This design comes from an exercise in tuning for small area on the open sky130 flow, not from production work. In this exercise RTL edits were held to simulation tests only and were not proved equivalent to the original. Power and IR drop assume default switching activity.

==> inputs of job 8060 <==
==> flow/design.v <==
`timescale 1ns / 1ps
module ram_oai22(input a1, input a2, input b1, input b2, output y);
  assign y = ~((a1 | a2) & (b1 | b2));
endmodule
module ram_aoi222(input a1, input b1, input a2, input b2, input a3, input b3,
                  output y);
  assign y = ~((a1 & b1) | (a2 & b2) | (a3 & b3));
endmodule
module ram_aoi21(input a1, input a2, input b1, output y);
  assign y = ~((a1 & a2) | b1);
endmodule
module ram_nand4(input a, input b, input c, input d, output y);
  assign y = ~(a & b & c & d);
endmodule
module ram_nand2(input a, input b, output y);
  assign y = ~(a & b);
endmodule
module ram_nor3(input a, input b, input c, output y);
  assign y = ~(a | b | c);
endmodule
module ram(
    input clk,
    input we,
    input rst,
    input [5:0] addr,
    input [7:0] din,
    output [7:0] dout
    );
  reg          p;          
  reg  [511:0] s;          
  reg  [7:0]   temp;       
  wire [7:0] hi = 8'd1 << addr[5:3];
  wire [7:0] lo = 8'd1 << addr[2:0];
  wire [7:0] whi = hi & {8{we}};
  wire [63:0] rs;          
  wire [63:0] wd;          
  wire [63:0] nwd;
  genvar w, b;
  generate
    for (w = 0; w < 64; w = w + 1) begin : g_dec
      assign rs[w] = hi[w/8] & lo[w%8];
      ram_aoi21 u_nwd (.a1(whi[w/8]), .a2(lo[w%8]), .b1(rst), .y(nwd[w]));
      assign wd[w] = ~nwd[w];
    end
  endgenerate
  wire [7:0] x = rst ? 8'hff : (din ^ {8{p}});
  wire [511:0] s_next;
  generate
    for (w = 0; w < 64; w = w + 1) begin : g_w
      for (b = 0; b < 8; b = b + 1) begin : g_b
        ram_oai22 u_nx (.a1(s[8*w+b]), .a2(wd[w]), .b1(nwd[w]), .b2(x[b]),
                        .y(s_next[8*w+b]));
      end
    end
  endgenerate
  wire [7:0] rd;
  generate
    for (b = 0; b < 8; b = b + 1) begin : g_rd
      wire [21:0] t;
      wire [5:0]  u;
      wire [1:0]  n;
      for (w = 0; w < 21; w = w + 1) begin : g_t
        ram_aoi222 u_rd (.a1(rs[3*w]),   .b1(s[8*(3*w)+b]),
                         .a2(rs[3*w+1]), .b2(s[8*(3*w+1)+b]),
                         .a3(rs[3*w+2]), .b3(s[8*(3*w+2)+b]),
                         .y(t[w]));
      end
      assign t[21] = ~(rs[63] & s[8*63+b]);
      for (w = 0; w < 5; w = w + 1) begin : g_u
        ram_nand4 u_u (.a(t[4*w]), .b(t[4*w+1]), .c(t[4*w+2]), .d(t[4*w+3]),
                       .y(u[w]));
      end
      ram_nand2 u_u5 (.a(t[20]), .b(t[21]), .y(u[5]));
      ram_nor3 u_n0 (.a(u[0]), .b(u[1]), .c(u[2]), .y(n[0]));
      ram_nor3 u_n1 (.a(u[3]), .b(u[4]), .c(u[5]), .y(n[1]));
      assign rd[b] = ~(n[0] & n[1]);
    end
  endgenerate
  always @(posedge clk) begin
    p <= ~(rst | p);
    s <= s_next;
    if (rst)
      temp <= 8'h00;
    else if (!we)
      temp <= rd ^ {8{p}};
  end
  assign dout = temp;
endmodule
==> flow/flow/run.sh <==
#!/bin/bash
# Standard ORFS flow (the standard.sh, standard synthesis unchanged) with:
#  - port buffers of the smallest plain buffer instead of a delay cell,
#  - a clock tree of clkbuf_8 cells on small sink clusters, without dummy
#    balancing loads,
#  - downsizing of gates off the critical paths after global routing.
# make's output goes to flow_make.log; each step's tool log is under orfs/logs.
set -euo pipefail
B=sky130_fd_sc_hd
bash standard.sh finish \
  "BUFFER_PORTS_ARGS=-buffer_cell ${B}__buf_1" \
  "CTS_ARGS=-sink_clustering_enable -repair_clock_nets -buf_list ${B}__clkbuf_8 -root_buf ${B}__clkbuf_8 -sink_clustering_size 18 -sink_clustering_max_diameter 50 -sink_buffer_max_cap_derate 1.0 -dont_use_dummy_load" \
  RECOVER_POWER=100 \
  > flow_make.log 2>&1
==> flow/standard.sh <==
#!/bin/bash
# synth_recipe.tcl (not shown) runs the flow's synth.tcl, then flattens the netlist and writes it again
# the make line also repeats each setting of config.mk as NAME=value (left out here)
make -C /OpenROAD-flow-scripts/flow DESIGN_CONFIG=/design/flow/config.mk WORK_HOME=/design/flow/orfs CLKGATE_MAP_FILE= SYNTH_SCRIPT=/design/flow/synth_recipe.tcl "${@:-finish}"
==> flow/config.mk <==
export PLATFORM = sky130hd
export DESIGN_NAME = ram
export DESIGN_NICKNAME = ram
export VERILOG_FILES = /design/flow/design.v
export SDC_FILE = /design/flow/constraint.sdc
export NUM_CORES = 4
export LEC_CHECK = 0
export CAP_MARGIN = 20
export CORE_MARGIN = 2
export CORE_UTILIZATION = 65
export GPL_TIMING_DRIVEN = 0
export PLACE_DENSITY = 0.75
export SETUP_SLACK_MARGIN = 0.2
export SLEW_MARGIN = 20
export SYNTH_HIERARCHICAL = 1
==> flow/constraint.sdc <==
create_clock -name core_clock -period 3.0 [get_ports {clk}]
set_input_delay 0.6000 -clock core_clock [delete_from_list [all_inputs] [get_ports {clk}]]
set_output_delay 0.6000 -clock core_clock [all_outputs]
set_load 0.01 [all_outputs]
==> inputs of job 8111, as changes to job 8060 <==
==> flow/design.v, changed modules only <==
module ram(
    input clk,
    input we,
    input rst,
    input [5:0] addr,
    input [7:0] din,
    output [7:0] dout
    );
 reg [7:0] mem [63:0];
 reg [7:0] temp;
 integer i;
 always@(posedge clk)
 begin   
    if(rst == 1'b1)
     begin
      for(i=0; i< 64; i = i + 1)
       begin
       mem[i] <= 8'h00;
       end
      temp <= 8'h00;
     end
     else
       begin
         if(we == 1'b1)
           mem[addr] <= din;
         else
           temp  <= mem[addr];     
       end   
 end   
 assign dout = temp;
endmodule
// module ram_oai22 removed
// module ram_aoi222 removed
// module ram_aoi21 removed
// module ram_nand4 removed
// module ram_nand2 removed
// module ram_nor3 removed
==> flow/run.sh (new file) <==
#!/bin/bash
# synth_recipe.tcl (not shown) runs the flow's synth.tcl, then flattens the netlist and writes it again
# the make line also repeats each setting of config.mk as NAME=value (left out here)
make -C /OpenROAD-flow-scripts/flow DESIGN_CONFIG=/design/flow/config.mk WORK_HOME=/design/flow/orfs CLKGATE_MAP_FILE= SYNTH_SCRIPT=/design/flow/synth_recipe.tcl finish
CORE_UTILIZATION = 40   (was 65)
GPL_TIMING_DRIVEN = default   (was 0)
PLACE_DENSITY = default   (was 0.75)
SETUP_SLACK_MARGIN = default   (was 0.2)
SYNTH_HIERARCHICAL = default   (was 1)
removed: flow/flow/run.sh
removed: flow/standard.sh
==> inputs of job 958, as changes to job 8060 <==
==> flow/design.v, changed modules only <==
module ram_word_nx(input [7:0] q, input wr, input nw, input [7:0] x,
                   output [7:0] y);
  genvar b;
  generate
    for (b = 0; b < 8; b = b + 1) begin : g_b
      ram_oai22 u_nx (.a1(q[b]), .a2(wr), .b1(nw), .b2(x[b]), .y(y[b]));
    end
  endgenerate
endmodule
module ram_nand3(input a, input b, input c, output y);
  assign y = ~(a & b & c);
endmodule
module ram_nor2(input a, input b, output y);
  assign y = ~(a | b);
endmodule
module ram_mux2i(input a0, input a1, input s, output y);
  assign y = ~(s ? a1 : a0);
endmodule
module ram(
    input clk,
    input we,
    input rst,
    input [5:0] addr,
    input [7:0] din,
    output [7:0] dout
    );
  reg          p;          
  reg  [7:0]   temp;       
  wire [7:0] hi = 8'd1 << addr[5:3];
  wire [7:0] lo = 8'd1 << addr[2:0];
  wire [7:0] whi = hi & {8{we}};
  wire       rstn = ~rst;
  wire [7:0] xn = ~(din ^ {8{p}});
  wire [7:0] x0, x1, x2, x3;
  genvar w, b;
  generate
    for (b = 0; b < 8; b = b + 1) begin : g_x
      ram_nand2 u_x0 (.a(xn[b]), .b(rstn), .y(x0[b]));
      ram_nand2 u_x1 (.a(xn[b]), .b(rstn), .y(x1[b]));
      ram_nand2 u_x2 (.a(xn[b]), .b(rstn), .y(x2[b]));
      ram_nand2 u_x3 (.a(xn[b]), .b(rstn), .y(x3[b]));
    end
  endgenerate
  generate
    for (w = 0; w < 64; w = w + 1) begin : g_w
      reg  [7:0] q;
      wire [7:0] q_next;
      wire [7:0] x;
      wire       rs = hi[w/8] & lo[w%8];    
      wire       nw;                        
      wire       wr;                        
      if (w < 16)      begin : g_q0 assign x = x0; end
      else if (w < 32) begin : g_q1 assign x = x1; end
      else if (w < 48) begin : g_q2 assign x = x2; end
      else             begin : g_q3 assign x = x3; end
      ram_nand2 u_nw (.a(whi[w/8]), .b(lo[w%8]), .y(nw));
      ram_nand2 u_wr (.a(nw), .b(rstn), .y(wr));
      ram_word_nx u_nx (.q(q), .wr(wr), .nw(nw), .x(x), .y(q_next));
      always @(posedge clk)
        q <= q_next;
    end
  endgenerate
  wire [7:0] rd;
  generate
    for (b = 0; b < 8; b = b + 1) begin : g_rd
      wire [21:0] t;
      wire [5:0]  u;
      wire [2:0]  n;
      for (w = 0; w < 21; w = w + 1) begin : g_t
        ram_aoi222 u_rd (.a1(g_w[3*w].rs),   .b1(g_w[3*w].q[b]),
                         .a2(g_w[3*w+1].rs), .b2(g_w[3*w+1].q[b]),
                         .a3(g_w[3*w+2].rs), .b3(g_w[3*w+2].q[b]),
                         .y(t[w]));
      end
      assign t[21] = ~(g_w[63].rs & g_w[63].q[b]);
      for (w = 0; w < 5; w = w + 1) begin : g_u
        ram_nand4 u_u (.a(t[4*w]), .b(t[4*w+1]), .c(t[4*w+2]), .d(t[4*w+3]),
                       .y(u[w]));
      end
      ram_nand2 u_u5 (.a(t[20]), .b(t[21]), .y(u[5]));
      for (w = 0; w < 3; w = w + 1) begin : g_n
        ram_nor2 u_n (.a(u[2*w]), .b(u[2*w+1]), .y(n[w]));
      end
      ram_nand3 u_rd (.a(n[0]), .b(n[1]), .c(n[2]), .y(rd[b]));
    end
  endgenerate
  wire hold = we & ~rst;
  wire rd_p  = ~we & ~rst & p;      
  wire rd_np = ~we & ~rst & ~p;     
  wire [7:0] temp_n;
  generate
    for (b = 0; b < 8; b = b + 1) begin : g_o
      wire c1, c0;                  
      ram_aoi21 u_c1 (.a1(hold), .a2(temp[b]), .b1(rd_np), .y(c1));
      ram_aoi21 u_c0 (.a1(hold), .a2(temp[b]), .b1(rd_p),  .y(c0));
      ram_mux2i u_m  (.a0(c0), .a1(c1), .s(rd[b]), .y(temp_n[b]));
    end
  endgenerate
  always @(posedge clk) begin
    p <= ~(rst | p);
    temp <= temp_n;
  end
  assign dout = temp;
endmodule
// module ram_nor3 removed
CAP_MARGIN = 0   (was 20)
SETUP_SLACK_MARGIN = 0.3   (was 0.2)
SLEW_MARGIN = 0   (was 20)
==> summary of the runs <==
- Of job 958 and job 8111, job 958 has the higher critical path depth (gap 2).
- In job 958 the register-to-register slack is lower than in job 8111, by 80 ps.
- The highest first-iteration DRC count belongs to job 958, the lowest to job 8111.
- Between job 958 and job 8111, the lower clock power is in job 958 (gap about 53%, measured against job 8111).
- Hold slack: job 958 < job 8060 < job 8111.
- Via count, highest first: job 8111, job 958, job 8060.
- Clock skew: job 8060 > job 958 > job 8111.

## afterwards: timing with drivers on the ports
The results above use ideal ports. As a check the final layouts listed here were re-extracted and re-timed, cells and wires unchanged. Step 1 (the two cells are an assumption about what drives the block):
set clk [get_ports {clk}]
set_driving_cell -lib_cell sky130_fd_sc_hd__clkbuf_16 $clk
set_driving_cell -lib_cell sky130_fd_sc_hd__buf_2 [delete_from_list [all_inputs] $clk]
Step 2, shift: input delay + t, output delay - t, t = (earliest + latest rising clock arrival at the registers) / 2. This alone moves slack from input paths to output paths. a / b / c = ideal / step 1 / step 2; a / b = the first two.
| run | t, ns | slack for setup (ns) | worst data-port slew with drivers (ns) |
|---|---|---|---|
| job 8060 | 0.603 | 0.219 / 0.244 / -0.359 | 0.07 |
| job 8111 | 0.661 | 0.576 / 0.571 / -0.090 | 0.08 |
| job 958 | 0.605 | 0.093 / 0.109 / -0.496 | 0.04 |
With both steps, setup timing fails in every run listed, where it was met with ideal ports. The setup slack of job 8111, which loses most, moves by -0.005 ns with the drivers and by -0.666 ns with both steps.
